Source: an optimization exercise on an open RTL-to-GDS flow (aim: small area and a short achievable clock period). Production flows keep margins and buffers that such runs may drop.
In this exercise RTL edits were held to simulation tests only and were not proved equivalent to the original.
No activity file was given, so power comes from the tool's default toggle rates.

<file path="flow/flow/run.sh">
#!/bin/bash
# The standard layout, with plain buffers on the ports in place of the
# delay cells buffer_ports picks by default. Every port still gets a buffer.
set -euo pipefail
export BUFFER_PORTS_ARGS="-buffer_cell sky130_fd_sc_hd__buf_2"
bash standard.sh finish > standard_make.log 2>&1
</file>
<file path="flow/standard.sh">
#!/bin/bash
# synth_recipe.tcl (not shown) runs the flow's synth.tcl, then flattens the netlist and writes it again
# the make line also repeats each setting of config.mk as NAME=value (left out here)
make -C /OpenROAD-flow-scripts/flow DESIGN_CONFIG=/design/flow/config.mk WORK_HOME=/design/flow/orfs CLKGATE_MAP_FILE= SYNTH_SCRIPT=/design/flow/synth_recipe.tcl "${@:-finish}"
</file>
<file path="flow/config.mk">
export PLATFORM = sky130hd
export DESIGN_NAME = pipelined_fpadder
export DESIGN_NICKNAME = pipelined_fpadder
export VERILOG_FILES = /design/flow/design.v
export SDC_FILE = /design/flow/constraint.sdc
export NUM_CORES = 4
export LEC_CHECK = 0
export ABC_AREA = 1
export CAP_MARGIN = 20
export CORE_MARGIN = 2
export CORE_UTILIZATION = 60
export SETUP_SLACK_MARGIN = 4.5
export SLEW_MARGIN = 20
export SYNTH_HIERARCHICAL = 1
</file>
<file path="flow/constraint.sdc">
create_clock -name core_clock -period 10.0 [get_ports {clk}]
set_input_delay 2.0000 -clock core_clock [delete_from_list [all_inputs] [get_ports {clk}]]
set_output_delay 2.0000 -clock core_clock [all_outputs]
set_load 0.01 [all_outputs]
</file>
<file path="flow/design.v">
`timescale 1ns / 1ps
module fadd_align (a,b,sub,s_is_nan,s_is_inf,sign,temp_exp,
op_sub,large_frac23,small_win,small_sticky);
	input [31:0] a,b;
	input sub;
	output s_is_nan, s_is_inf, sign, op_sub;
	output [7:0] temp_exp;
	output [22:0] large_frac23;
	output [25:0] small_win;      
	output small_sticky;          
	wire [7:0] ea = a[30:23], eb = b[30:23];
	wire a_ff = &ea, b_ff = &eb;
	wire a_f0 = ~|a[22:0], b_f0 = ~|b[22:0];
	wire a_inf = a_ff & a_f0, b_inf = b_ff & b_f0;
	wire a_nan = a_ff & ~a_f0, b_nan = b_ff & ~b_f0;
	assign op_sub = sub ^ a[31] ^ b[31];
	assign s_is_inf = a_inf | b_inf;
	assign s_is_nan = a_nan | b_nan | (op_sub & a_inf & b_inf);
	wire pay_b = b[21:0] > a[21:0];
	wire exchange = (b[30:22] > a[30:22]) | (b[30:22] == a[30:22]) & pay_b;
	wire x = s_is_nan ? pay_b : exchange;
	wire [30:0] fp_large = x ? b[30:0] : a[30:0];
	wire [30:0] fp_small = x ? a[30:0] : b[30:0];
	assign sign = x ? sub ^ b[31] : a[31];
	assign temp_exp = s_is_nan ? 8'd1 : fp_large[30:23];
	assign large_frac23 = fp_large[22:0];
	wire [23:0] small24 = s_is_nan ? 24'h0 : {|fp_small[30:23], fp_small[22:0]};
	wire [7:0] fa = {ea[7:1], ea[0] | ~|ea};
	wire [7:0] fb = {eb[7:1], eb[0] | ~|eb};
	wire [8:0] d1 = {1'b0, fa} - {1'b0, fb};
	wire [7:0] d2 = fb - fa;
	wire [7:0] d = d1[8] ? d2 : d1[7:0];
	wire sat = |d[7:5] | d[4] & d[3] & (d[2] | d[1]);
	wire [49:0] y = {small24, 26'h0} >> d[4:0];
	assign small_win = sat ? 26'h0 : y[49:24];
	wire [23:0] below;
	genvar i;
	generate
		for (i = 0; i < 24; i = i + 1) begin : stk
			assign below[i] = d[4:0] > i + 2;
		end
	endgenerate
	assign small_sticky = sat ? |small24 : |(small24 & below);
endmodule
`timescale 1ns / 1ps
module reg_align_cal (a_rm,a_is_nan,a_is_inf,a_sign,a_exp,
a_op_sub,a_large_frac,a_small_win,a_small_sticky,clk,clrn,e,
c_rm,c_is_nan,c_is_inf,c_sign,c_exp,c_op_sub,c_large_frac,c_small_win,
c_small_sticky,c_valid);  
	input [25:0] a_small_win;
	input [22:0] a_large_frac;
	input [7:0] a_exp;
	input [1:0] a_rm;
	input a_is_nan, a_is_inf, a_sign, a_op_sub, a_small_sticky;
	input e;  
	input clk, clrn;  
	output reg [25:0] c_small_win;
	output reg [22:0] c_large_frac;
	output reg [7:0] c_exp;
	output reg [1:0] c_rm;
	output reg c_is_nan,c_is_inf,c_sign,c_op_sub,c_small_sticky;
	output reg c_valid;
	always @ (posedge clk or negedge clrn) begin
		if (!clrn) c_valid <= 0;
		else if (e) c_valid <= 1'b1;
	end
	always @ (posedge clk) begin
		if (e) begin
			c_rm <= a_rm;
			c_is_nan <= a_is_nan;
			c_is_inf <= a_is_inf;
			c_sign <= a_sign;
			c_exp <= a_exp;
			c_op_sub <= a_op_sub;
			c_large_frac <= a_large_frac;
			c_small_win <= a_small_win;
			c_small_sticky <= a_small_sticky;
		end
	end
endmodule
`timescale 1ns / 1ps
module fadd_cal (op_sub,temp_exp,large_frac23,small_win,
small_sticky,valid,frac,grs,exp0);
	input op_sub;
	input [7:0] temp_exp;
	input [22:0] large_frac23;
	input [25:0] small_win;
	input small_sticky;
	input valid;            
	output [23:0] frac;     
	output [1:0] grs;       
	output [7:0] exp0;      
	wire [26:0] small27 = {small_win, small_sticky};
	wire [27:0] large28 = {1'b0, |temp_exp, large_frac23, 3'b000};
	wire [28:0] sum29 = {large28, 1'b1} + {{1'b0, small27} ^ {28{op_sub}}, op_sub};
	wire [27:0] cal = sum29[28:1];
	wire [7:0] ee = {temp_exp[7:1], temp_exp[0] | ~|temp_exp};
	wire [27:0] marker = (ee <= 8'd27) ? (28'h8000000 >> ee) : 28'h0;
	wire [27:0] m = cal | marker;
	reg [4:0] lz;
	integer i;
	always @* begin
		lz = 5'd0;
		for (i = 0; i < 28; i = i + 1)
			if (m[i]) lz = 5'd27 - i;
	end
	wire [4:0] sh = valid ? lz : 5'd31;
	wire [27:0] nrm = cal << sh;
	assign frac = nrm[27:4];
	assign grs = {nrm[3], |nrm[2:1]};
	wire [7:0] e1 = temp_exp + 8'd1;
	wire [5:0] lo = {1'b0, e1[4:0]} - {1'b0, sh};
	wire [2:0] hi_m1 = e1[7:5] - 3'd1;
	assign exp0 = {lo[5] ? hi_m1 : e1[7:5], lo[4:0]};
endmodule
`timescale 1ns / 1ps
module reg_cal_norm (c_rm,c_is_nan,c_is_inf,c_sign,c_exp,c_frac,c_grs,c_valid,
clk,clrn,e,n_rm,n_is_nan,n_is_inf,n_sign,n_exp,n_frac,n_grs);  
	input [23:0] c_frac;
	input [1:0] c_grs;
	input [7:0] c_exp;
	input [1:0] c_rm;
	input c_is_nan, c_is_inf, c_sign, c_valid;
	input e;  
	input clk, clrn;  
	output reg [23:0] n_frac;
	output reg [1:0] n_grs;
	output reg [7:0] n_exp;
	output reg [1:0] n_rm;
	output reg n_is_nan,n_is_inf,n_sign;
	always @ (posedge clk or negedge clrn) begin
		if (!clrn) begin
			n_is_nan <= 0;
			n_is_inf <= 0;
			n_sign <= 0;
			n_frac <= 0;
			n_grs <= 0;
		end else if (e) begin
			n_is_nan <= c_is_nan & c_valid;
			n_is_inf <= c_is_inf & c_valid;
			n_sign <= c_sign & c_valid;
			n_frac <= c_frac;
			n_grs <= c_grs;
		end
	end
	always @ (posedge clk) begin
		if (e) begin
			n_rm <= c_rm;
			n_exp <= c_exp;
		end
	end
endmodule
`timescale 1ns / 1ps
module fadd_norm (rm,is_nan,is_inf,sign,exp0,frac,grs,s);
	input [1:0] rm;
	input is_nan, is_inf, sign;
	input [7:0] exp0;
	input [23:0] frac;
	input [1:0] grs;
	output [31:0] s;
	wire g = grs[1], st = grs[0];
	wire frac_plus_1 =
		~rm[1] & ~rm[0] & g & (st | frac[0]) |
		~rm[1] &  rm[0] & (g | st) & sign |
		 rm[1] & ~rm[0] & (g | st) & ~sign;
	wire [31:0] pa [0:5];
	assign pa[0] = {9'h0, frac[22:0]};
	genvar l, i;
	generate
		for (l = 0; l < 5; l = l + 1) begin : lv
			for (i = 0; i < 32; i = i + 1) begin : nd
				if ((i >> l) & 1) begin : c
					assign pa[l+1][i] = pa[l][i] & pa[l][((i >> l) << l) - 1];
				end else begin : p
					assign pa[l+1][i] = pa[l][i];
				end
			end
		end
	endgenerate
	wire [22:0] ones = pa[5][22:0];
	wire [22:0] fr_inc = frac[22:0] ^ ({ones[21:0], 1'b1} & {23{frac_plus_1}});
	wire carry = frac_plus_1 & ones[22];
	wire e_ff = &exp0;
	wire e_fe = &exp0[7:1] & ~exp0[0];
	wire [7:0] eo;   
	assign eo[0] = 1'b1;
	generate
		for (i = 1; i < 8; i = i + 1) begin : eon
			assign eo[i] = &exp0[i-1:0];
		end
	endgenerate
	wire [7:0] exp_inc = exp0 ^ (eo & {8{carry}});
	wire [7:0] exponent = frac[23] ? exp_inc : 8'h00;
	wire overflow = frac[23] & (e_ff | e_fe & carry);
	wire to_max = rm[1] & rm[0] | ~rm[1] & rm[0] & ~sign | rm[1] & ~rm[0] & sign;
	assign s = is_nan   ? {1'b1, 8'hff, 1'b1, fr_inc[21:0]} :
	           overflow ? (to_max ? {sign, 8'hfe, 23'h7fffff} : {sign, 8'hff, 23'h0}) :
	           is_inf   ? {sign, 8'hff, 23'h0} :
	                      {sign, exponent, fr_inc};
endmodule
`timescale 1ns / 1ps
module pipelined_fpadder (a,b,sub,rm,s,clk,clrn,e);  
	input clk, clrn;  
	input [31:0] a, b;  
	input [1:0] rm;  
	input sub;  
	input e;  
	output [31:0] s;  
	wire a_is_nan, a_is_inf, a_sign, a_op_sub, a_small_sticky;
	wire [7:0] a_exp;
	wire [22:0] a_large_frac;
	wire [25:0] a_small_win;
	fadd_align alignment (a,b,sub,a_is_nan,a_is_inf,a_sign,a_exp,a_op_sub,
	a_large_frac,a_small_win,a_small_sticky);
	wire c_is_nan, c_is_inf, c_sign, c_op_sub, c_small_sticky;
	wire [7:0] c_exp;
	wire c_valid;
	wire [1:0] c_rm;
	wire [22:0] c_large_frac;
	wire [25:0] c_small_win;
	reg_align_cal reg_ac (rm,a_is_nan,a_is_inf,a_sign,a_exp,a_op_sub,
	a_large_frac,a_small_win,a_small_sticky,clk,clrn,e,
	c_rm,c_is_nan,c_is_inf,c_sign,c_exp,c_op_sub,c_large_frac,c_small_win,
	c_small_sticky,c_valid);
	wire [23:0] c_frac;
	wire [1:0] c_grs;
	wire [7:0] c_exp0;
	fadd_cal calculation (c_op_sub,c_exp,c_large_frac,c_small_win,
	c_small_sticky,c_valid,c_frac,c_grs,c_exp0);
	wire [23:0] n_frac;
	wire [1:0] n_grs;
	wire [7:0] n_exp;
	wire [1:0] n_rm;
	wire n_is_nan, n_is_inf, n_sign;
	reg_cal_norm reg_cn (c_rm,c_is_nan,c_is_inf,c_sign,c_exp0,c_frac,c_grs,c_valid,
	clk,clrn,e,n_rm,n_is_nan,n_is_inf,n_sign,n_exp,n_frac,n_grs);
	fadd_norm normalization (n_rm,n_is_nan,n_is_inf,n_sign,n_exp,n_frac,n_grs,s);
endmodule
</file>
==> results of run 1 <==
==> registers in the layout, summed over array words and instances, names as in the netlist <==
register / count
reg_ac.c_rm: 2
reg_ac.c_is_inf: 1
reg_cn.n_exp: 8
reg_ac.c_small_win: 26
reg_cn.n_is_inf: 1
reg_ac.c_sign: 1
reg_ac.c_exp: 8
reg_cn.n_is_nan: 1
reg_ac.c_small_sticky: 1
reg_cn.n_rm: 2
reg_cn.n_grs: 2
reg_ac.c_is_nan: 1
reg_ac.c_valid: 1
reg_ac.c_large_frac: 23
reg_cn.n_sign: 1
reg_cn.n_frac: 24
reg_ac.c_op_sub: 1
==> final cells by class <==
type / instances / area [um2]
Antenna cell: 1 / 2.50
Clock buffer: 9 / 225
Clock inverter: 7 / 83.8
Fill cell: 2094 / 7640
Inverter: 230 / 910
Multi-Input combinational cell: 1766 / 9580
Sequential cell: 104 / 2970
Tap cell: 285 / 357
Timing Repair Buffer: 130 / 793
Timing Repair inverter: 1 / 5.00
==> metrics by stage <==
stage | cell area [um2] | std cells | util [%] | total power [mW]
2_1_floorplan | 13800 | 2187 | - | 2.58
3_3_place_gp | 14100 | 2488 | 62.4 | 3.11
3_5_place_dp | 14100 | 2488 | 62.4 | 3.15
4_1_cts | 14500 | 2506 | 64.1 | 3.54
5_1_grt | 14900 | 2532 | 66.1 | 4.01
6_report | 14900 | 2533 | 66.2 | 3.69
==> timing repair <==
action	in CTS	in global routing
buffers inserted	1	20
gates resized for setup	15	54
cloned	1	6
endpoints found under the hold margin	0	0
hold buffers	0	0
pin swaps	0	8
endpoints found under the setup margin	39	59
==> cell families after synthesis <==
family / synth area share, %
DFF: 21.6
and+or+nand+nor: 46.1
muxes: 0.0728
adders and majority gates: 7.26
AOI/OAI and AO/OA: 9.49
xor gates and xnor gates: 5.00
buffers and inverters: 10.5
==> worst max-delay path: stages <==
cell	delay (ns)
buf_2	0.14
nor4_2	0.28
nand4_1	0.13
inv_1	0.08
nor2_1	0.05
inv_1	0.06
ha_1	0.18
inv_1	0.06
fa_1	0.39
inv_1	0.10
o21ai_2	0.09
nand2_2	0.11
nand3_4	0.14
o21ai_4	0.23
buf_12	0.19
clkinvlp_4	0.40
nand3_1	0.28
nand3_1	0.14
a21oi_1	0.29
nor3_2	0.05
==> cell usage after synthesis, types with 4 or more instances <==
master | count | area (um2)
o21bai_1 | 4 | 30.0
nand3_2 | 26 | 260
ha_1 | 75 | 938
buf_6 | 17 | 191
clkbuf_1 | 18 | 67.6
o21ai_2 | 6 | 52.6
buf_2 | 37 | 185
inv_1 | 205 | 769
o21ai_1 | 13 | 65.1
a21oi_1 | 88 | 440
edfxtp_1 | 74 | 2220
nor4_1 | 5 | 31.3
nor2_4 | 6 | 67.6
nand3_1 | 320 | 1600
dfrtp_1 | 30 | 751
nor2_1 | 171 | 642
nor2_2 | 13 | 81.3
xnor2_1 | 12 | 105
o21ai_0 | 61 | 305
o211ai_1 | 6 | 45.0
o22ai_1 | 4 | 25.0
nor3_1 | 16 | 80.1
nand4_1 | 53 | 332
xor2_1 | 61 | 534
nand2_1 | 712 | 2670
nand3b_1 | 9 | 67.6
o21a_1 | 5 | 37.5
nand2_2 | 30 | 188
a31oi_1 | 6 | 37.5
buf_1 | 5 | 18.8
nand2_4 | 10 | 113
and2_1 | 4 | 25.0
buf_4 | 13 | 97.6
inv_2 | 24 | 90.1
==> power breakdown <==
group          internal, mW  leakage [nW]  switching, mW
Clock                 0.182         0.152          0.191
Sequential            0.581          1.08          0.101
Combinational         0.858          6.49           1.78
Total                  1.62          7.72           2.07
==> Yosys stat by module, one instance, submodules excluded, excerpt <==
module	cells	times used
reg_align_cal	68	1
reg_cal_norm	133	1
fadd_norm	281	1
fadd_align	877	1
fadd_cal	828	1
==> worst max path at each step <==
stage                              startpoint                          endpoint  cells past startpoint
global route        reg_ac.c_op_sub$_DFFE_PP_         reg_cn.n_exp[7]$_DFFE_PP_                     36
floorplan           reg_ac.c_op_sub$_DFFE_PP_         reg_cn.n_exp[7]$_DFFE_PP_                     30
detailed placement                      b[27]  reg_ac.c_small_win[19]$_DFFE_PP_                     23
global placement                        b[27]  reg_ac.c_small_win[21]$_DFFE_PP_                     23
finish                                  b[27]   reg_ac.c_small_win[8]$_DFFE_PP_                     20
CTS                 reg_ac.c_op_sub$_DFFE_PP_         reg_cn.n_exp[7]$_DFFE_PP_                     28
==> metal layers <==
| layer | share of wire, % | GRT usage [%] |
|---|---|---|
| met5 | 0 | 0 |
| met4 | 6.4 | 19.9 |
| met3 | 8.2 | 4.51 |
| met2 | 47 | 63.3 |
| met1 | 39 | 45.0 |
==> results_dict.tcl, run 1 <==
set metrics [dict create \
    mappedNetlistArea_mm2 0.0138 \
    floorplan.core_area_mm2 0.0226 \
    layout_commonest_cell "nand2_1" \
    fraction_of_synthesis_flops_using_an_asynchronous_set_or_reset_pin_pct 28.8 \
    grt_first_pass_wirelength_um 71100 \
    clock_tree.root_cell "clkbuf_16" \
    p_leak_nw 7.72 \
    r2r_end "reg_cn.n_exp[7]$_DFFE_PP_" \
    ys_ff_latch 104 \
    synth_warnings 10 \
    routed_wire_length_per_instance_um 17.9 \
    floorplan.die.height_um 155 \
    synth_seq_area_share_pct 21.6 \
    port_buffers 101 \
    pin_count_of_the_biggest_net_entering_global_routing 87 \
    worst_hold_slack_after_final_layout_ns 0.423 \
    critical_path_arrival_ns 5.40 \
    drv_cap 0 \
    ios 102 \
    synth.avg_cell_area_um2 6.29 \
    critPathRequiredTime_ns 10.13 \
    setup.worst_path.start_class "input port" \
    drt-pass1-iter-count 10 \
    post-place-ws_ns 3.62 \
    ys_types 61 \
    worst_reg2reg_path_depth 36 \
    floorplan.die.width_um 155 \
    clock_tree.buffer_depth 2 \
    endpoint_kind "flip-flop" \
    clock-skew-final_ns 0.00878 \
    worst_hold_path.num_cells 0 \
    min_period_over_period_pct 52.7 \
    outcome "finished clean" \
    power.density_mw_per_mm2 247 \
    synth_enable_flop_cells 74 \
    report.final.slew_viol_count 0 \
    min_to "reg_cn.n_rm[1]$_DFFE_PP_" \
    start_util_pct 60.9 \
    totalNegativeSetupSlack_ns 0 \
    die_area_mm2 0.0241 \
    tritoncts_num_sinks 104 \
    grt-ovfl-total 0 \
    timing.fmax_ghz 0.190 \
    syn2layout_area_growth_pct 8.58 \
    synthCells 2187 \
    final_period_minus_worst_setup_slack_ns 5.27 \
    ant_nets 0 \
    grt_setup_unrepaired "no" \
    regToRegStartpoint "reg_ac.c_op_sub$_DFFE_PP_" \
    detail_route.wirelength_um 45200 \
    clock_tree.htree_level_count 3 \
    postSynth.topFlopCell "edfxtp_1" \
    clock_tree_from_tritoncts "done" \
    final_critical_path_setup_slack_ns 4.73 \
    initialDrtViolationCount 1817 \
    drc 0 \
    hold_viol_final 0 \
    grt_usage_pct 36.8 \
    ff2ff_setup_slack_ns 4.84 \
    clkSlewWorstSetupHoldPaths_ns 0.08 \
    worst_pin_slew_ns 1.00 \
    path_class "in -> reg" \
    cts_buffers 9 \
    peakVddDrop_uv 138 \
    clock_insertion_delay_worst_skew_ns 0.37 \
    hold_path.class "reg -> reg" \
    hold_path_startpoint "reg_ac.c_rm[1]$_DFFE_PP_" \
    layout_common_cells "702 x nand2_1, 317 x nand3_1, 201 x inv_1" \
    vias 15300 \
    synthesis.nets 2335 \
    first_global_vias 14200 \
    row_count 55 \
    detail_route.vias_per_cell 6.06 \
    hpwl_um 35000 \
    timing.max_slew.rel_slack_pct 33.1 \
    placer_s_final_routability_congestion_estimate 1.07 \
    critical_path_fanout_max 22 \
    setup_viol 0 \
    fin_nets 2390 \
    antenna_found_initial 1 \
    drive_above_1_share_pct 14.0 \
]
==> inputs of run 2 (changes only) <==
==> flow/flow/run.sh (replaced) <==
#!/bin/bash
# The standard layout (standard.sh, its own synthesis script and
# registers), with two changes to how the layout is made:
# - plain buffers on the ports in place of the delay cells buffer_ports picks
#   by default (every port still gets its buffer);
# - no full/half adder cells in synthesis (ADDER_MAP_FILE empty), so abc maps
#   the arithmetic as plain logic and can restructure it.
set -euo pipefail
export BUFFER_PORTS_ARGS="-buffer_cell sky130_fd_sc_hd__buf_2"
bash standard.sh ADDER_MAP_FILE= finish > standard_make.log 2>&1
--- a/flow/config.mk
+++ b/flow/config.mk
@@ -8,7 +8,7 @@
 export ABC_AREA = 1
 export CAP_MARGIN = 20
 export CORE_MARGIN = 2
-export CORE_UTILIZATION = 60
+export CORE_UTILIZATION = 40
 export SETUP_SLACK_MARGIN = 4.5
 export SLEW_MARGIN = 20
 export SYNTH_HIERARCHICAL = 1
==> results_dict.tcl, run 2 <==
set metrics [dict create \
    fraction_of_synthesis_flops_using_an_asynchronous_set_or_reset_pin_pct 28.8 \
    p_leak_nw 7.71 \
    clock_tree.buffer_depth 2 \
    worst_path_max_delay_cell "nand3_4" \
    fin_nets 2515 \
    largest-register "reg_ac.c_small_win" \
    vias 15300 \
    post-place-ws_ns 3.56 \
    internal-power_mw 1.44 \
    ant_nets 0 \
    clock_tree_from_tritoncts "done" \
    peakVddDrop_uv 97.9 \
    insertedDiodeCount 0 \
    grt_setup_unrepaired "yes" \
    final_period_minus_worst_setup_slack_ns 5.07 \
    synth_top_area_share_pct 22.5 \
    outcome "finished clean" \
    worstPathCellList "buf_2 > nand4_1 > nor2_1 > nand2_1 > o31ai_2 > nand2_4 > nand3_4 > nand2_8 > nand2_1 > nand3_2 > nor2_1 > nand2_1 > nand3_1 > nand3_1 > nand2_1 > inv_1 > nor2_1" \
    floorplan.core_area_mm2 0.0345 \
    power.share.sequential_pct 20.7 \
    detail_route.vias_per_cell 5.28 \
    ff_latch_area_mm2 0.00297 \
    ios 102 \
    synthCells 2404 \
    drc 0 \
    share_clk_of_total_power_pct 11.3 \
    antenna_found_initial 0 \
    min_period_over_period_pct 50.7 \
    synth_seq_area_share_pct 21.2 \
    critical_path_arrival_ns 5.32 \
    worst_hold_slack_after_final_layout_ns 0.426 \
    placed_cell_area_mm2 0.0146 \
    synth.cells.most_frequent "843 x nand2_1, 332 x nand3_1, 259 x inv_1" \
    clock_tree.root_cell "clkbuf_16" \
    floorplan.die.height_um 191 \
    clkSlewWorstSetupHoldPaths_ns 0.09 \
    tritoncts_num_sinks 104 \
    largest_registers "reg_ac.c_small_win (26), reg_cn.n_frac (24), reg_ac.c_large_frac (23)" \
    most_repeated_cell_in_the_gate_level_netlist_after_synthesis "nand2_1" \
    path_class "in -> reg" \
    power.density_mw_per_mm2 214 \
    critical_path_fanout_max 44 \
    pin_count_of_the_biggest_net_entering_global_routing 88 \
    cts_hold_buffers 0 \
    synth_enable_flop_cells 74 \
    totalNegativeSetupSlack_ns 0 \
    hold_path.class "reg -> reg" \
    clock-skew-final_ns 0.0236 \
    synthesis.nets 2474 \
    sw_frac_of_total_pct 55.1 \
    timing.fmax_ghz 0.197 \
    mappedNetlistArea_mm2 0.0140 \
    layout_commonest_cell "nand2_1" \
    row_count 68 \
    clock_tree.htree_level_count 3 \
    ys_types 60 \
    setup_viol 0 \
    first_global_vias 14100 \
    syn2layout_area_growth_pct 6.46 \
    layout_common_cells "843 x nand2_1, 332 x nand3_1, 259 x inv_1" \
    drt-pass1-iter-count 6 \
    worst_pin_slew_ns 0.988 \
    clock_insertion_delay_worst_skew_ns 0.38 \
    report.final.slew_viol_count 0 \
    path_common_cell "nand2_1" \
    synth_top_cells_by_area "nand2_1 23%, edfxtp_1 16%, nand3_1 12%" \
    floorplan.die.width_um 191 \
    netSwitchingPower_mw 1.76 \
    initialDrtViolationCount 1195 \
    share_comb_of_total_power_pct 68.0 \
    drive_above_1_share_pct 13.4 \
    synth.avg_cell_area_um2 5.84 \
    grt_usage_pct 26.2 \
    start_util_pct 40.6 \
    final_critical_path_setup_slack_ns 4.93 \
    port_buffers 101 \
    synth_warnings 10 \
    timing.max_slew.rel_slack_pct 34.1 \
    ys_ff_latch 104 \
    die_area_mm2 0.0366 \
    final.fill_count 3776 \
    endpoint_kind "flip-flop" \
    critical-path-max-stage-delay_ns 0.39 \
    largest_register_ffs 26 \
    grt_first_pass_wirelength_um 74900 \
    postSynth.topFlopCell "edfxtp_1" \
    drv_cap 0 \
    routed_wire_length_per_instance_um 16.7 \
    post_cts.repair.setup_buffers 0 \
    critPathRequiredTime_ns 10.25 \
    multi_input_area_mm2 0.00943 \
    placer_s_final_routability_congestion_estimate 0.949 \
    hold_viol_final 0 \
    detail_route.wirelength_um 48500 \
    grt-ovfl-total 0 \
    setup.worst_path.start_class "input port" \
    postLayoutCellArea_mm2 0.0149 \
    cts_buffers 9 \
    netlist.top_cell.by_area "nand2_1" \
    hpwl_um 39100 \
]
run 2: cell types whose count changed after synthesis, sizes merged, moves of 8 or more:
cell	delta
xnor2	+29
ha	-75
nand2	+158
xor2	-37
nand3	+24
clkbuf	-8
nor2	+100
a21oi	-24
inv	+60
run 2: metal layers:
layer  part of all wire [%]  GRT usage [%]  vias to the layer above
met1                     42           31.5                     6932
met2                     48           46.4                      512
met5                      0              0                        -
met4                    4.9           12.6                        0
li1                       -              -                     7801
met3                    5.0           2.85                      103
run 2: critical path: cells and delay by family:
family	cells	cell delay, ns
buf+inv	2	0.22
compound gates	1	0.20
simple gates	14	2.89
run 2: area by class of cell:
| class | instances | area share (%) |
|---|---|---|
| clock buffers | 9 | 1.51 |
| multi-input cells | 1929 | 63.1 |
| clock inverters | 7 | 0.444 |
| repair buffers | 109 | 3.83 |
| inverters | 292 | 7.39 |
| well taps | 455 | 3.81 |
| flip-flops and latches | 104 | 19.9 |
run 2: cell families after synthesis:
kind of cell	Yosys count	share of synthesized area [%]
AOI/OAI and AO/OA	176	7.36
xor gates and xnor gates	68	4.46
buffers and inverters	373	11.9
DFF	104	21.2
muxes	1	0.0802
and+or+nand+nor	1682	55.0
run 2: final timing paths:
| path | from | endpoint | slack [ns] | cells after the start |
|---|---|---|---|---|
| max reg2reg | reg_ac.c_op_sub$_DFFE_PP_ | reg_cn.n_frac[3]$_DFFE_PN0P_ | 4.94 | 40 |
| max in group asynchronous | clrn | reg_cn.n_grs[0]$_DFFE_PN0P_ | 7.90 | 1 |
| min in group asynchronous | clrn | reg_cn.n_frac[18]$_DFFE_PN0P_ | 1.65 | 1 |
| min reg2reg | reg_ac.c_rm[0]$_DFFE_PP_ | reg_cn.n_rm[0]$_DFFE_PP_ | 0.43 | 0 |
| max | b[23] | reg_ac.c_small_win[3]$_DFFE_PP_ | 4.93 | 17 |
| min | reg_ac.c_rm[0]$_DFFE_PP_ | reg_cn.n_rm[0]$_DFFE_PP_ | 0.43 | 0 |
run 2: stage by stage:
step	cells	utilization, %	total power, mW
floorplan	2404	-	2.34
global placement	2887	42.3	2.81
detailed placement	2887	42.3	2.81
CTS	2903	43.2	3.18
global route	2905	43.3	3.50
finish	2905	43.3	3.19
run 2: repair_timing:
action,4_1_cts,5_1_grt
gates cloned,0,2
hold endpoints to repair,0,0
pin swaps,0,2
resized for setup,3,5
endpoints found under the setup margin,30,53
run 2: power by group through the flow:
| stage | clock (mW) | sequential [mW] | combinational, mW |
|---|---|---|---|
| 2_1_floorplan | 0 | 0.634 | 1.71 |
| 3_3_place_gp | 0 | 0.668 | 2.14 |
| 3_5_place_dp | 0 | 0.668 | 2.14 |
| 4_1_cts | 0.370 | 0.659 | 2.15 |
| 5_1_grt | 0.385 | 0.673 | 2.44 |
| 6_report | 0.362 | 0.661 | 2.17 |
run 2: per-module statistics from Yosys (local to each module, per instance), a selection:
module         area [um2]  flip-flops and latches  times used
fadd_align           4670                       0           1
fadd_cal             4630                       0           1
reg_align_cal        1960                      65           1
fadd_norm            1370                       0           1
reg_cal_norm         1410                      39           1
==> inputs of run 3 (changes only) <==
--- a/flow/config.mk
+++ b/flow/config.mk
@@ -9,6 +9,6 @@
 export CAP_MARGIN = 20
 export CORE_MARGIN = 2
 export CORE_UTILIZATION = 40
-export SETUP_SLACK_MARGIN = 4.5
+export SETUP_SLACK_MARGIN = 5
 export SLEW_MARGIN = 20
 export SYNTH_HIERARCHICAL = 1
==> results_dict.tcl, run 3 <==
set metrics [dict create \
    outcome "finished clean" \
    cts_hold_buffers 0 \
    detail_route.vias_per_cell 5.31 \
    synthesis.nets 2474 \
    tritoncts_num_sinks 104 \
    drv_cap 0 \
    antenna_found_initial 0 \
    first_global_vias 14200 \
    synthCells 2404 \
    timing.max_slew.rel_slack_pct 33.5 \
    cts_buffers 9 \
    worst_pin_slew_ns 0.997 \
    largest_register_ffs 26 \
    p_leak_nw 7.76 \
    hold_viol_final 0 \
    placer_s_final_routability_congestion_estimate 0.949 \
    pin_count_of_the_biggest_net_entering_global_routing 45 \
    synth.cells.most_frequent "843 x nand2_1, 332 x nand3_1, 259 x inv_1" \
    internal-power_mw 1.45 \
    hpwl_um 39100 \
    start_util_pct 40.6 \
    grt-ovfl-total 0 \
    synth_top_area_share_pct 22.5 \
    grt_first_pass_wirelength_um 75700 \
    layout_common_cells "841 x nand2_1, 331 x nand3_1, 259 x inv_1" \
    synth_warnings 10 \
    postSynth.topFlopCell "edfxtp_1" \
    clock_tree.htree_level_count 3 \
    floorplan.die.width_um 191 \
    critPathBufInv 2 \
    drc 0 \
    port_buffers 101 \
    critPathRequiredTime_ns 10.14 \
    most_repeated_cell_in_the_gate_level_netlist_after_synthesis "nand2_1" \
    largest_registers "reg_ac.c_small_win (26), reg_cn.n_frac (24), reg_ac.c_large_frac (23)" \
    critical_path_fanout_max 22 \
    worst_path_max_delay_cell "nand2_4" \
    sw_frac_of_total_pct 55.2 \
    clock-skew-final_ns 0.0249 \
    synth_top_cells_by_area "nand2_1 23%, edfxtp_1 16%, nand3_1 12%" \
    ios 102 \
    totalNegativeSetupSlack_ns 0 \
    clock_tree.buffer_depth 2 \
    grt_usage_pct 26.5 \
    routed_wire_length_per_instance_um 17.0 \
    power.density_mw_per_mm2 214 \
    detail_route.wirelength_um 49400 \
    netlist.top_cell.by_area "nand2_1" \
    timing.fmax_ghz 0.210 \
    share_clk_of_total_power_pct 11.1 \
    vias 15500 \
    path_common_cell "nand2_1" \
    syn2layout_area_growth_pct 7.77 \
    peakVddDrop_uv 113 \
    floorplan.die.height_um 191 \
    clock_tree.root_cell "clkbuf_16" \
    min_period_over_period_pct 47.7 \
    setup.worst_path.start_class "input port" \
    synth_seq_area_share_pct 21.2 \
    layout_commonest_cell "nand2_1" \
    initialDrtViolationCount 1224 \
    drt-pass1-iter-count 6 \
    synth.avg_cell_area_um2 5.84 \
    fin_nets 2522 \
    setup_viol 0 \
    placed_cells 2887 \
    clkSlewWorstSetupHoldPaths_ns 0.09 \
    ys_ff_latch 104 \
    synth_enable_flop_cells 74 \
    netSwitchingPower_mw 1.79 \
    worstPathCellList "buf_2 > inv_1 > nand3_1 > nor2_1 > nand3_1 > nand2_1 > o31ai_2 > nand2_4 > nand3_4 > nand2_8 > nand2_1 > nand3_2 > nand2_1 > nand2_1 > nand2_1 > nand3_1 > nand2_1 > o21ai_0 > nor2_1" \
    largest-register "reg_ac.c_small_win" \
    ant_nets 0 \
    insertedDiodeCount 0 \
    path_class "in -> reg" \
    path_delay_family "simple AND/OR/NAND/NOR gates" \
    share_comb_of_total_power_pct 68.5 \
    final_period_minus_worst_setup_slack_ns 4.77 \
    floorplan.core_area_mm2 0.0345 \
    worst_hold_slack_after_final_layout_ns 0.426 \
    ys_types 60 \
    clock_tree_from_tritoncts "done" \
    hold_path.class "reg -> reg" \
    endpoint_kind "flip-flop" \
    mappedNetlistArea_mm2 0.0140 \
    power.share.sequential_pct 20.4 \
    instances_no_fill 2912 \
    report.final.slew_viol_count 0 \
    grt_setup_unrepaired "yes" \
    critical-path-max-stage-delay_ns 0.26 \
    row_count 68 \
    die_area_mm2 0.0366 \
    clock_insertion_delay_worst_skew_ns 0.38 \
    drive_above_1_share_pct 13.9 \
    critical_path_arrival_ns 4.91 \
    fraction_of_synthesis_flops_using_an_asynchronous_set_or_reset_pin_pct 28.8 \
]
[run 3: changes by cell type in the layout (fill, tap and decap cells not counted), moves of 2 or more]
cell and delta:
nor2_4 +2, nand2_1 -2, nand2_4 +2, inv_4 -2, nor2_1 -3, nand3_2 +2, nand2_8 +3
[run 3: area by class of cell]
type	instances	area, um2
fillers	3754	19400
inverters	292	1120
well taps	455	569
clock buffers	9	225
clock inverters	7	66.3
multi-input cells	1935	9580
flip-flops and latches	104	2970
repair buffers	110	591
[run 3: kinds of logic after synthesis]
family	Yosys count	share of synthesized area, %
xor+xnor	68	4.46
flops	104	21.2
simple gates	1682	55.0
buf+inv	373	11.9
compound gates	176	7.36
mux	1	0.0802
[run 3: per-module statistics from Yosys (local to each module, per instance), excerpt]
| module | flip-flops and latches | area, um2 |
|---|---|---|
| fadd_cal | 0 | 4630 |
| reg_cal_norm | 39 | 1410 |
| fadd_align | 0 | 4670 |
| fadd_norm | 0 | 1370 |
| reg_align_cal | 65 | 1960 |
[run 3: per-layer routing]
layer	vias to the layer above	routed length [um]	share of wire, %	GRT usage (%)
met2	590	24000	49	47.0
met1	6948	20200	41	31.8
met3	120	2720	5.5	2.86
met5	-	0	0	0
met4	0	2500	5.1	12.9
li1	7818	-	-	-
[run 3: final timing paths]
kind | start | to | slack (ns) | cells after the start
worst max register to register | reg_ac.c_op_sub$_DFFE_PP_ | reg_cn.n_frac[7]$_DFFE_PN0P_ | 5.35 | 39
worst min register to register | reg_ac.c_rm[0]$_DFFE_PP_ | reg_cn.n_rm[0]$_DFFE_PP_ | 0.43 | 0
worst min-delay path | reg_ac.c_rm[0]$_DFFE_PP_ | reg_cn.n_rm[0]$_DFFE_PP_ | 0.43 | 0
worst max-delay path | b[22] | reg_ac.c_small_win[6]$_DFFE_PP_ | 5.23 | 19
max in group asynchronous | clrn | reg_cn.n_grs[0]$_DFFE_PN0P_ | 7.90 | 1
min in group asynchronous | clrn | reg_cn.n_frac[18]$_DFFE_PN0P_ | 1.65 | 1
[run 3: power by group through the flow]
stage | clock [mW] | combinational (mW) | sequential [mW]
floorplan | 0 | 1.71 | 0.634
global placement | 0 | 2.14 | 0.668
detailed placement | 0 | 2.14 | 0.668
CTS | 0.370 | 2.15 | 0.659
global route | 0.385 | 2.49 | 0.673
finish | 0.361 | 2.22 | 0.661
[run 3: timing repair]
action | CTS | global route
cloned | 3 | 5
setup endpoints to repair | 93 | 55
resized for setup | 8 | 27
pin swaps | 3 | 6
buffers inserted | 0 | 1
[run 3: per-stage QoR]
| stage | total power [mW] | area [um2] | utilization, % | setup slack [ns] |
|---|---|---|---|---|
| 6_report | 3.24 | 15100 | 43.8 | 5.23 |
| 5_1_grt | 3.55 | 15100 | 43.8 | 4.96 |
| 4_1_cts | 3.18 | 15000 | 43.3 | 5.03 |
| 3_5_place_dp | 2.81 | 14600 | 42.3 | 3.56 |
| 3_3_place_gp | 2.81 | 14600 | 42.3 | 3.52 |
| 2_1_floorplan | 2.34 | 14000 | - | 5.97 |
==> inputs of run 4 (changes only) <==
==> flow/flow/run.sh (replaced) <==
#!/bin/bash
# The standard layout (standard.sh, its own synthesis script and
# registers), with two changes to how the layout is made:
# - plain buffers on the ports in place of the delay cells buffer_ports picks
#   by default (every port still gets its buffer);
# - no full/half adder cells in synthesis (ADDER_MAP_FILE empty), so abc maps
#   the arithmetic as plain logic and can restructure it;
# - timing repair aims at 5.5 ns of setup slack.
set -euo pipefail
export BUFFER_PORTS_ARGS="-buffer_cell sky130_fd_sc_hd__buf_2"
bash standard.sh ADDER_MAP_FILE= SETUP_SLACK_MARGIN=5.5 finish > standard_make.log 2>&1
--- a/flow/config.mk
+++ b/flow/config.mk
@@ -9,6 +9,5 @@
 export CAP_MARGIN = 20
 export CORE_MARGIN = 2
 export CORE_UTILIZATION = 40
-export SETUP_SLACK_MARGIN = 5
 export SLEW_MARGIN = 20
 export SYNTH_HIERARCHICAL = 1
==> results_dict.tcl, run 4 <==
set metrics [dict create \
    synthesis.nets 2474 \
    grt_first_pass_wirelength_um 77100 \
    synth.avg_cell_area_um2 5.84 \
    grt_util_met1_pct 31.8 \
    report.final.slew_viol_count 0 \
    placed_cell_area_mm2 0.0146 \
    insertedDiodeCount 0 \
    setup_viol 0 \
    routed_wire_length_per_instance_um 17.9 \
    layout_commonest_cell "nand2_1" \
    clock-skew-final_ns 0.0236 \
    path_common_cell "nand2_1" \
    die_area_mm2 0.0366 \
    largest_register_ffs 26 \
    largest_registers "reg_ac.c_small_win (26), reg_cn.n_frac (24), reg_ac.c_large_frac (23)" \
    clkSlewWorstSetupHoldPaths_ns 0.09 \
    floorplan.core_area_mm2 0.0345 \
    vias 16500 \
    synth_enable_flop_cells 74 \
    grt_usage_pct 27.0 \
    total_power_mw 3.86 \
    final_period_minus_worst_setup_slack_ns 4.43 \
    p_leak_nw 8.77 \
    min_period_over_period_pct 44.3 \
    hold_viol_final 0 \
    detail_route.wirelength_um 54300 \
    clock_tree.root_cell "clkbuf_16" \
    synth.cells.most_frequent "843 x nand2_1, 332 x nand3_1, 259 x inv_1" \
    critical-path-max-stage-delay_ns 0.47 \
    sw_frac_of_total_pct 54.1 \
    synth_seq_area_share_pct 21.2 \
    synth_top_cells_by_area "nand2_1 23%, edfxtp_1 16%, nand3_1 12%" \
    postLayoutCoreUtil_pct 51.1 \
    floorplan.die.width_um 191 \
    drt-pass1-iter-count 6 \
    clock_tree_from_tritoncts "done" \
    postSynth.topFlopCell "edfxtp_1" \
    worst_pin_slew_ns 0.908 \
    worst_path_max_delay_cell "edfxtp_1" \
    detail_route.vias_per_cell 5.43 \
    tritoncts_num_sinks 104 \
    ant_nets 0 \
    ios 102 \
    ys_types 60 \
    share_clk_of_total_power_pct 9.4 \
    placer_s_final_routability_congestion_estimate 0.949 \
    row_count 68 \
    fraction_of_synthesis_flops_using_an_asynchronous_set_or_reset_pin_pct 28.8 \
    fin_nets 2647 \
    outcome "finished clean" \
    grt-busiest-layer "met2" \
    layout_common_cells "768 x nand2_1, 267 x nand3_1, 250 x inv_1" \
    drv_cap 0 \
    synthCells 2404 \
    postLayoutCellArea_mm2 0.0177 \
    clock_tree.buffer_depth 2 \
    most_repeated_cell_in_the_gate_level_netlist_after_synthesis "nand2_1" \
    groute.layer.met3.usage_pct 2.90 \
    mappedNetlistArea_mm2 0.0140 \
    grt_setup_unrepaired "yes" \
    hpwl_um 39100 \
    drc 0 \
    first_global_vias 14500 \
    internal-power_mw 1.77 \
    timing.max_slew.rel_slack_pct 39.5 \
    ys_ff_latch 104 \
    drive_above_1_share_pct 26.5 \
    setup.worst_path.start_class "flip-flop" \
    largest-register "reg_ac.c_small_win" \
    grt-ovfl-total 0 \
    critical_path_fanout_max 7 \
    path_class "reg -> reg" \
    synth_warnings 10 \
    syn2layout_area_growth_pct 25.8 \
    netSwitchingPower_mw 2.09 \
    critical_path_arrival_ns 4.69 \
    floorplan.die.height_um 191 \
    clock_tree.htree_level_count 3 \
    hold_path.class "reg -> reg" \
    timing.fmax_ghz 0.226 \
    synth_top_area_share_pct 22.5 \
    start_util_pct 40.6 \
    ff_latch_area_mm2 0.00297 \
    peakVddDrop_uv 110 \
    totalNegativeSetupSlack_ns 0 \
    netlist.top_cell.by_area "nand2_1" \
    port_buffers 101 \
    pin_count_of_the_biggest_net_entering_global_routing 44 \
    multi_input_area_mm2 0.0110 \
    critPathRequiredTime_ns 10.26 \
    initialDrtViolationCount 1550 \
    cts_buffers 9 \
    endpoint_kind "flip-flop" \
    power.share.sequential_pct 17.2 \
    antenna_found_initial 0 \
    final.fill_count 3527 \
    share_comb_of_total_power_pct 73.4 \
    power.density_mw_per_mm2 218 \
    clock_insertion_delay_worst_skew_ns 0.38 \
    grt.met2_usage_pct 47.6 \
]
## run 4: cell types whose count changed in the layout (fill, tap and decap cells not counted), moves of 10 or more
cell     change
a21oi_1     -10
buf_4       +92
nand2_1     -73
nand2_2     +52
nand2_4     +16
nand2_8     +14
nand3_1     -64
nand3_2     +56
nor2_1      -31
nor2_2      +13
nor2_4      +18
## run 4: modules after synthesis, one instance, submodules excluded, a selection
module	times used	flip-flops and latches
fadd_align	1	0
fadd_cal	1	0
fadd_norm	1	0
reg_align_cal	1	65
reg_cal_norm	1	39
## run 4: layout make-up
| cell class | instances | area share (%) |
|---|---|---|
| clock inverters | 7 | 0.376 |
| multi-input cells | 1945 | 62.0 |
| well taps | 455 | 3.23 |
| clock buffers | 9 | 1.28 |
| repair buffers | 223 | 9.43 |
| inverters | 292 | 6.70 |
| flip-flops and latches | 104 | 16.8 |
| repair inverters | 2 | 0.106 |
## run 4: what timing repair did
action / in CTS / in global routing
pin swaps: 8 / 80
gates resized for setup: 51 / 316
setup buffers: 12 / 97
hold buffers: 0 / 0
endpoints found under the setup margin: 100 / 85
gates cloned: 10 / 15
## run 4: critical path, delay by kind of cell (launching register included)
family / cells / cell delay (ns)
xor+xnor: 2 / 0.39
flops: 1 / 0.47
buf+inv: 6 / 0.90
compound gates: 5 / 0.66
simple gates: 21 / 1.88
## run 4: logic make-up after synthesis
logic type             count (synthesis)  share of synthesized area, %
AND/OR/NAND/NOR                     1682                          55.0
flip-flops                           104                          21.2
XOR/XNOR                              68                          4.46
buffers and inverters                373                          11.9
multiplexers                           1                        0.0802
AO/OA/AOI/OAI                        176                          7.36
## run 4: layer usage
layer  share of wire [%]  up-vias
met2                  48      730
li1                    -     8077
met3                 5.4      207
met5                   0        -
met1                  39     7463
met4                 7.0        0
## run 4: power groups by stage
| stage | Clock (mW) | Sequential (mW) | Combinational [mW] |
|---|---|---|---|
| finish | 0.364 | 0.663 | 2.83 |
| global route | 0.385 | 0.674 | 3.08 |
| CTS | 0.370 | 0.660 | 2.22 |
| detailed placement | 0 | 0.668 | 2.14 |
| global placement | 0 | 0.668 | 2.14 |
| floorplan | 0 | 0.634 | 1.71 |
## run 4: path summary, 6_finish.rpt
| check | slack, ns | from | depth (start not counted) | end |
|---|---|---|---|---|
| worst min-delay path | 0.43 | reg_ac.c_rm[0]$_DFFE_PP_ | 0 | reg_cn.n_rm[0]$_DFFE_PP_ |
| worst max-delay path | 5.57 | reg_ac.c_op_sub$_DFFE_PP_ | 34 | reg_cn.n_frac[12]$_DFFE_PN0P_ |
| worst min register to register | 0.43 | reg_ac.c_rm[0]$_DFFE_PP_ | 0 | reg_cn.n_rm[0]$_DFFE_PP_ |
| max in group asynchronous | 7.87 | clrn | 1 | reg_cn.n_frac[0]$_DFFE_PN0P_ |
| min in group asynchronous | 1.65 | clrn | 1 | reg_cn.n_frac[18]$_DFFE_PN0P_ |
| worst max register to register | 5.57 | reg_ac.c_op_sub$_DFFE_PP_ | 34 | reg_cn.n_frac[12]$_DFFE_PN0P_ |
## run 4: stage by stage
stage	hold WS (ns)	setup slack (ns)	instances
detailed placement	0.408	3.56	2887
finish	0.426	5.57	3037
global placement	0.404	3.52	2887
floorplan	0.400	5.97	2404
global route	0.429	5.32	3037
CTS	0.427	5.50	2925
==> inputs of run 5 (changes only) <==
--- a/flow/flow/run.sh
+++ b/flow/flow/run.sh
@@ -5,7 +5,7 @@
 #   by default (every port still gets its buffer);
 # - no full/half adder cells in synthesis (ADDER_MAP_FILE empty), so abc maps
 #   the arithmetic as plain logic and can restructure it;
-# - timing repair aims at 5.5 ns of setup slack.
+# - timing repair aims at 6 ns of setup slack.
 set -euo pipefail
 export BUFFER_PORTS_ARGS="-buffer_cell sky130_fd_sc_hd__buf_2"
-bash standard.sh ADDER_MAP_FILE= SETUP_SLACK_MARGIN=5.5 finish > standard_make.log 2>&1
+bash standard.sh ADDER_MAP_FILE= SETUP_SLACK_MARGIN=6 finish > standard_make.log 2>&1
==> results_dict.tcl, run 5 <==
set metrics [dict create \
    first_global_vias 17000 \
    synth_warnings 10 \
    netlist.top_cell.by_area "nand2_1" \
    detail_route.wirelength_um 62800 \
    largest_registers "reg_ac.c_small_win (26), reg_cn.n_frac (24), reg_ac.c_large_frac (23)" \
    grt_setup_unrepaired "yes" \
    floorplan.core_area_mm2 0.0345 \
    multi_input_area_mm2 0.0139 \
    grt_first_pass_wirelength_um 89400 \
    netSwitchingPower_mw 2.59 \
    synth.cells.most_frequent "843 x nand2_1, 332 x nand3_1, 259 x inv_1" \
    insertedDiodeCount 0 \
    clock_tree_from_tritoncts "done" \
    clock_insertion_delay_worst_skew_ns 0.37 \
    final.fill_count 2888 \
    postSynth.topFlopCell "edfxtp_1" \
    synth_enable_flop_cells 74 \
    placed_cell_area_mm2 0.0146 \
    largest-register "reg_ac.c_small_win" \
    critical-path-max-stage-delay_ns 0.42 \
    initialDrtViolationCount 1890 \
    path_class "reg -> reg" \
    vias 18400 \
    drc 0 \
    synth_top_cells_by_area "nand2_1 23%, edfxtp_1 16%, nand3_1 12%" \
    drive_above_1_share_pct 46.0 \
    report.final.slew_viol_count 0 \
    setup.worst_path.start_class "flip-flop" \
    grt.met2_usage_pct 55.5 \
    ios 102 \
    path_common_cell "nand2_1" \
    worst_hold_slack_after_final_layout_ns 0.424 \
    tritoncts_num_sinks 104 \
    mappedNetlistArea_mm2 0.0140 \
    critPathBufInv 5 \
    critical_path_arrival_ns 4.76 \
    hold_path.class "reg -> reg" \
    pin_count_of_the_biggest_net_entering_global_routing 61 \
    antenna_found_initial 1 \
    ff2ff_setup_slack_ns 5.53 \
    endpoint_kind "flip-flop" \
    layout_commonest_cell "nand2_1" \
    hold_viol_final 0 \
    cts_hold_buffers 0 \
    outcome "finished clean" \
    power.density_mw_per_mm2 214 \
    fin_nets 2782 \
    routed_wire_length_per_instance_um 19.8 \
    p_leak_nw 10.3 \
    critPathRequiredTime_ns 10.29 \
    layout_common_cells "586 x nand2_1, 227 x inv_1, 208 x nand2_2" \
    port_buffers 101 \
    placer_s_final_routability_congestion_estimate 0.942 \
    setup_viol 0 \
    timing.max_slew.rel_slack_pct 34.3 \
    drt-pass1-iter-count 6 \
    final_period_minus_worst_setup_slack_ns 4.47 \
    grt_usage_pct 31.0 \
    clock_tree.buffer_depth 2 \
    synthCells 2404 \
    grt_util_met1_pct 35.0 \
    largest_register_ffs 26 \
    share_clk_of_total_power_pct 7.5 \
    row_count 68 \
    ys_ff_latch 104 \
    timing.fmax_ghz 0.224 \
    die_area_mm2 0.0366 \
    internal-power_mw 2.15 \
    sw_frac_of_total_pct 54.6 \
    path_delay_family "simple AND/OR/NAND/NOR gates" \
    clkSlewWorstSetupHoldPaths_ns 0.08 \
    clock_tree.htree_level_count 3 \
    clock_tree.root_cell "clkbuf_16" \
    synth_seq_area_share_pct 21.2 \
    peakVddDrop_uv 133 \
    most_repeated_cell_in_the_gate_level_netlist_after_synthesis "nand2_1" \
    worst_pin_slew_ns 0.986 \
    clock-skew-final_ns 0.0190 \
    floorplan.die.width_um 191 \
    share_comb_of_total_power_pct 78.5 \
    grt-busiest-layer "met2" \
    synth.avg_cell_area_um2 5.84 \
    synthesis.nets 2474 \
    worst_path_max_delay_cell "edfxtp_1" \
    groute.layer.met3.usage_pct 2.83 \
    ff_latch_area_mm2 0.00298 \
    synth_top_area_share_pct 22.5 \
    postLayoutCellArea_mm2 0.0221 \
    power.share.sequential_pct 14.0 \
    min_period_over_period_pct 44.7 \
    ant_nets 0 \
    ys_types 60 \
    drv_cap 0 \
    cts_buffers 9 \
    totalNegativeSetupSlack_ns 0 \
    hpwl_um 36700 \
    floorplan.die.height_um 191 \
    grt-ovfl-total 0 \
    detail_route.vias_per_cell 5.81 \
    fraction_of_synthesis_flops_using_an_asynchronous_set_or_reset_pin_pct 28.8 \
    start_util_pct 40.6 \
    syn2layout_area_growth_pct 57.8 \
    critical_path_fanout_max 8 \
]
==> run 5: changes by cell type in the layout (fill, tap and decap cells not counted), moves of 27 or more <==
| cell | previous run | this run |
|---|---|---|
| nand3_4 | 16 | 99 |
| buf_2 | 100 | 69 |
| buf_6 | 9 | 63 |
| nand3_2 | 92 | 145 |
| nand3_1 | 267 | 133 |
| nand2_1 | 768 | 586 |
| buf_4 | 99 | 172 |
| nor2_1 | 223 | 171 |
| nand2_4 | 34 | 99 |
| nand2_2 | 104 | 208 |
| nor2_4 | 28 | 55 |
==> run 5: cell families (layout without fill, tap and decap cells) <==
logic type                Yosys count  after routing  synth area share (%)
buffers and inverters             373            656                  11.9
AOI/OAI and AO/OA                 176            176                  7.36
DFF                               104            104                  21.2
and+or+nand+nor                  1682           1712                  55.0
muxes                               1              1                0.0802
xor gates and xnor gates           68             68                  4.46
==> run 5: layout make-up <==
class	instances	area share [%]
clock buffers	10	1.03
clock inverters	6	0.232
inverters	292	5.52
multi-input cells	1957	62.7
flip-flops and latches	104	13.4
well taps	455	2.57
repair buffers	342	14.2
repair inverters	6	0.232
==> run 5: per-layer routing <==
metal / wire [um] / vias up
met3: 4840 / 406
met4: 5870 / 2
met5: 13 / -
met2: 30300 / 1121
met1: 21800 / 8518
li1: - / 8388
==> run 5: power by group through the flow <==
stage / combinational [mW] / clock [mW] / sequential, mW
after detailed placement: 2.11 / 0 / 0.667
after global placement: 2.10 / 0 / 0.665
after CTS: 3.09 / 0.356 / 0.660
final: 3.72 / 0.355 / 0.664
after floorplan: 1.71 / 0 / 0.634
after global routing: 3.97 / 0.375 / 0.675
==> run 5: final timing paths <==
path / from / end / depth (start not counted)
setup / recovery: reg_ac.c_op_sub$_DFFE_PP_ / reg_cn.n_frac[16]$_DFFE_PN0P_ / 32
hold / removal: reg_ac.c_rm[1]$_DFFE_PP_ / reg_cn.n_rm[1]$_DFFE_PP_ / 0
setup reg to reg: reg_ac.c_op_sub$_DFFE_PP_ / reg_cn.n_frac[16]$_DFFE_PN0P_ / 32
hold reg to reg: reg_ac.c_rm[1]$_DFFE_PP_ / reg_cn.n_rm[1]$_DFFE_PP_ / 0
max in group asynchronous: clrn / reg_cn.n_frac[0]$_DFFE_PN0P_ / 1
min in group asynchronous: clrn / reg_cn.n_frac[16]$_DFFE_PN0P_ / 1
==> run 5: Yosys stat by module, one instance, submodules excluded, excerpt <==
module,cells inside,area (um2),copies in the design
reg_cal_norm,133,1410,1
fadd_align,1000,4670,1
fadd_cal,926,4630,1
fadd_norm,277,1370,1
reg_align_cal,68,1960,1
==> run 5: worst register-to-register path, delay by kind of cell (launching register included) <==
family	cells	cell delay (ns)
AOI/OAI and AO/OA	4	0.59
and+or+nand+nor	21	2.06
DFF	1	0.42
xor gates and xnor gates	2	0.51
buffers and inverters	5	0.81
==> run 5: repair_timing <==
item	CTS	global route
setup endpoints to repair	125	122
resized for setup	691	437
pin swaps	255	251
cloned	38	6
buffers inserted	156	71
hold endpoints to repair	0	0
==> run 5: per-stage QoR <==
stage | utilization, % | instances | setup slack [ns] | power, mW
6_report | 64.1 | 3172 | 5.53 | 4.74
5_1_grt | 64.1 | 3172 | 5.28 | 5.02
4_1_cts | 56.9 | 3095 | 5.76 | 4.11
3_5_place_dp | 42.2 | 2885 | 3.50 | 2.78
3_3_place_gp | 42.2 | 2885 | 3.54 | 2.76
2_1_floorplan | - | 2404 | 6.00 | 2.34
==> inputs of run 6 (changes only) <==
--- a/flow/flow/run.sh
+++ b/flow/flow/run.sh
@@ -5,7 +5,7 @@
 #   by default (every port still gets its buffer);
 # - no full/half adder cells in synthesis (ADDER_MAP_FILE empty), so abc maps
 #   the arithmetic as plain logic and can restructure it;
-# - timing repair aims at 6 ns of setup slack.
+# - timing repair aims at 5.2 ns of setup slack.
 set -euo pipefail
 export BUFFER_PORTS_ARGS="-buffer_cell sky130_fd_sc_hd__buf_2"
-bash standard.sh ADDER_MAP_FILE= SETUP_SLACK_MARGIN=6 finish > standard_make.log 2>&1
+bash standard.sh ADDER_MAP_FILE= SETUP_SLACK_MARGIN=5.2 finish > standard_make.log 2>&1
==> results_dict.tcl, run 6 <==
set metrics [dict create \
    synth_top_cells_by_area "nand2_1 23%, edfxtp_1 16%, nand3_1 12%" \
    yosys.area_share.adder_pct 0 \
    pin_count_of_the_biggest_net_entering_global_routing 44 \
    mappedNetlistArea_mm2 0.0140 \
    port_buffers 101 \
    postLayoutCoreUtil_pct 44.7 \
    antenna_found_initial 0 \
    floorplan.die.width_um 191 \
    critical_path_arrival_ns 4.75 \
    synth.cells.most_frequent "843 x nand2_1, 332 x nand3_1, 259 x inv_1" \
    hpwl_um 39100 \
    worst_pin_slew_ns 0.789 \
    clock_tree.root_cell "clkbuf_16" \
    worstPathCellList "buf_2 > inv_1 > nor2_1 > nor2_2 > nand2_1 > nor2_2 > nand3_2 > nand3_2 > nand3_4 > nand2_8 > nand2_1 > nand3_2 > nand2_1 > nor3_1 > nand2_1 > nor2_1 > nand2_1 > nor2_1 > nor2_1" \
    synthCells 2404 \
    synth_warnings 10 \
    min_period_over_period_pct 46.1 \
    routed_wire_length_per_instance_um 17.1 \
    synth_compound_gate_area_share_pct 7.36 \
    clkSlewWorstSetupHoldPaths_ns 0.09 \
    placed_cell_area_mm2 0.0146 \
    totalNegativeSetupSlack_ns 0 \
    drt-pass1-iter-count 7 \
    synth_seq_area_share_pct 21.2 \
    postSynth.topFlopCell "edfxtp_1" \
    grt-ovfl-total 0 \
    worst_hold_path.num_cells 0 \
    outcome "finished clean" \
    worst_path_max_delay_cell "nor3_1" \
    largest-register "reg_ac.c_small_win" \
    post_synth_mux_area_share_pct 0.0802 \
    synth.avg_cell_area_um2 5.84 \
    largest_registers "reg_ac.c_small_win (26), reg_cn.n_frac (24), reg_ac.c_large_frac (23)" \
    xor_xnor_fraction_of_synth_area_pct 4.46 \
    drive_above_1_share_pct 15.6 \
    power.density_mw_per_mm2 213 \
    setup_viol 0 \
    synth-simple-area-share_pct 55.0 \
    tritoncts_num_sinks 104 \
    detail_route.wirelength_um 50100 \
    drc 0 \
    drv_cap 0 \
    grt_first_pass_wirelength_um 76000 \
    clock_tree.buffer_depth 2 \
    floorplan.core_area_mm2 0.0345 \
    grt_usage_pct 26.6 \
    clock-skew-final_ns 0.0206 \
    fin_nets 2546 \
    timing.fmax_ghz 0.217 \
    detail_route.vias_per_cell 5.34 \
    netlist.top_cell.by_area "nand2_1" \
    ios 102 \
    synth_top_area_share_pct 22.5 \
    timing.max_slew.rel_slack_pct 47.1 \
    peakVddDrop_uv 114 \
    path_class "in -> reg" \
    largest_family_of_logic_cells_by_synthesized_area "simple AND/OR/NAND/NOR gates" \
    row_count 68 \
    clock_insertion_delay_worst_skew_ns 0.38 \
    final_period_minus_worst_setup_slack_ns 4.61 \
    total_power_mw 3.29 \
    insertedDiodeCount 0 \
    clock_tree.htree_level_count 3 \
    clock_tree_from_tritoncts "done" \
    ant_nets 0 \
    ys_types 60 \
    syn2layout_area_growth_pct 10.1 \
    cts_buffers 9 \
    placer_s_final_routability_congestion_estimate 0.949 \
    synthesis.nets 2474 \
    initialDrtViolationCount 1353 \
    grt_setup_unrepaired "yes" \
    postLayoutCellArea_mm2 0.0155 \
    floorplan.die.height_um 191 \
    worst_reg2reg_path_depth 39 \
    p_leak_nw 7.90 \
    most_repeated_cell_in_the_gate_level_netlist_after_synthesis "nand2_1" \
    first_global_vias 14300 \
    fraction_of_synthesis_flops_using_an_asynchronous_set_or_reset_pin_pct 28.8 \
    die_area_mm2 0.0366 \
    largest_register_ffs 26 \
    start_util_pct 40.6 \
    layout_common_cells "837 x nand2_1, 325 x nand3_1, 258 x inv_1" \
    critical_path_fanout_max 11 \
    synth_enable_flop_cells 74 \
    report.final.slew_viol_count 0 \
    endpoint_kind "flip-flop" \
    hold_path.class "reg -> reg" \
    setup.worst_path.start_class "input port" \
    layout_commonest_cell "nand2_1" \
    critical-path-max-stage-delay_ns 0.31 \
    final.fill_count 3732 \
    critPathRequiredTime_ns 10.14 \
    ys_ff_latch 104 \
    path_common_cell "nand2_1" \
    vias 15700 \
    hold_viol_final 0 \
]
==> run 6: cell counts after synthesis <==
Identical to the previous run, type by type.
==> run 6: metrics by stage <==
stage / std cells / hold WS (ns) / setup WS (ns)
floorplan: 2404 / 0.400 / 5.97
global placement: 2887 / 0.404 / 3.52
detailed placement: 2887 / 0.408 / 3.56
CTS: 2908 / 0.427 / 5.20
global route: 2936 / 0.429 / 5.13
finish: 2936 / 0.426 / 5.39
==> run 6: what timing repair did <==
item                                    in CTS  in global routing
setup buffers                                0                 21
gates cloned                                 5                  7
endpoints found under the setup margin      93                 59
resized for setup                           17                 50
hold buffers                                 0                  0
pin swaps                                    3                  9
==> run 6: critical path: cells and delay by family <==
family,cells,cell delay (ns)
and+or+nand+nor,17,2.51
buffers and inverters,2,0.23
==> run 6: kinds of logic (layout without fill, tap and decap cells) <==
group	count (synthesis)	count (layout)
AOI/OAI and AO/OA	176	176
xor gates and xnor gates	68	68
buffers and inverters	373	439
muxes	1	1
and+or+nand+nor	1682	1693
DFF	104	104
==> run 6: modules after synthesis (local to each module, per instance), excerpt <==
module | cell area (um2) | cells inside
fadd_align | 4670 | 1000
fadd_cal | 4630 | 926
reg_align_cal | 1960 | 68
reg_cal_norm | 1410 | 133
fadd_norm | 1370 | 277
==> run 6: cell type report <==
| cell class | instances | area [um2] | area share (%) |
|---|---|---|---|
| tap | 455 | 569 | 3.68 |
| inverter | 292 | 1140 | 7.36 |
| timing repair inverter | 1 | 5.00 | 0.0324 |
| timing repair buffer | 130 | 758 | 4.91 |
| sequential | 104 | 2970 | 19.2 |
| clock buffer | 9 | 225 | 1.46 |
| multi-input combinational | 1938 | 9720 | 62.9 |
| clock inverter | 7 | 66.3 | 0.429 |
==> run 6: path summary, 6_finish.rpt <==
| path | slack (ns) | end | from |
|---|---|---|---|
| setup / recovery | 5.39 | reg_ac.c_small_sticky$_DFFE_PP_ | a[27] |
| hold / removal | 0.43 | reg_cn.n_rm[0]$_DFFE_PP_ | reg_ac.c_rm[0]$_DFFE_PP_ |
| setup reg to reg | 5.47 | reg_cn.n_frac[7]$_DFFE_PN0P_ | reg_ac.c_op_sub$_DFFE_PP_ |
| hold reg to reg | 0.43 | reg_cn.n_rm[0]$_DFFE_PP_ | reg_ac.c_rm[0]$_DFFE_PP_ |
| max in group asynchronous | 7.91 | reg_cn.n_grs[0]$_DFFE_PN0P_ | clrn |
| min in group asynchronous | 1.65 | reg_cn.n_frac[18]$_DFFE_PN0P_ | clrn |
==> run 6: power breakdown <==
| part | switching, mW | total [mW] | internal, mW |
|---|---|---|---|
| clock | 0.186 | 0.361 | 0.174 |
| combinational | 1.53 | 2.27 | 0.739 |
| sequential | 0.0910 | 0.661 | 0.570 |
| total | 1.80 | 3.29 | 1.48 |
==> run 6: layer usage <==
layer	up-vias	share of wire [%]	global-route usage, %
met3	143	5.1	2.99
met5	-	0	0
met1	7079	41	31.7
li1	7865	-	-
met4	0	5.8	13.9
met2	578	48	46.9

## port drivers added, routing unchanged
No port has a modelled driver above. Below, the same layouts with a new extraction and two added sets of constraints.
Step 1 sets driving cells, clkbuf_16 on the clock port and buf_2 on the other inputs (assumed; they add their load-dependent delay and slew).
Step 2 also shifts input and output timing later by t, the mid clock arrival at the registers, as if the neighbouring blocks saw the same clock.
Slacks: no drivers / after step 1 / after step 2; pairs: no drivers / after step 1.
| run | t, ns | slack for setup (ns) | clock arrival spread, ns | slew at the worst register clock pin (ns) |
|---|---|---|---|---|
| run 1 | 0.414 | 4.732 / 4.756 / 4.341 | 0.009 / 0.009 | 0.08 / 0.08 |
| run 2 | 0.420 | 4.925 / 4.940 / 4.526 | 0.024 / 0.024 | 0.09 / 0.09 |
| run 3 | 0.415 | 5.229 / 5.258 / 4.842 | 0.025 / 0.025 | 0.09 / 0.09 |
| run 4 | 0.420 | 5.567 / 5.567 / 5.196 | 0.024 / 0.024 | 0.09 / 0.09 |
| run 5 | 0.398 | 5.530 / 5.530 / 5.144 | 0.019 / 0.019 | 0.09 / 0.09 |
| run 6 | 0.416 | 5.389 / 5.418 / 5.002 | 0.021 / 0.020 | 0.09 / 0.09 |
After both steps every run listed still meets setup and hold. For run 2, which loses most, drivers alone change the setup slack by +0.015 ns; drivers and shift together by -0.399 ns.
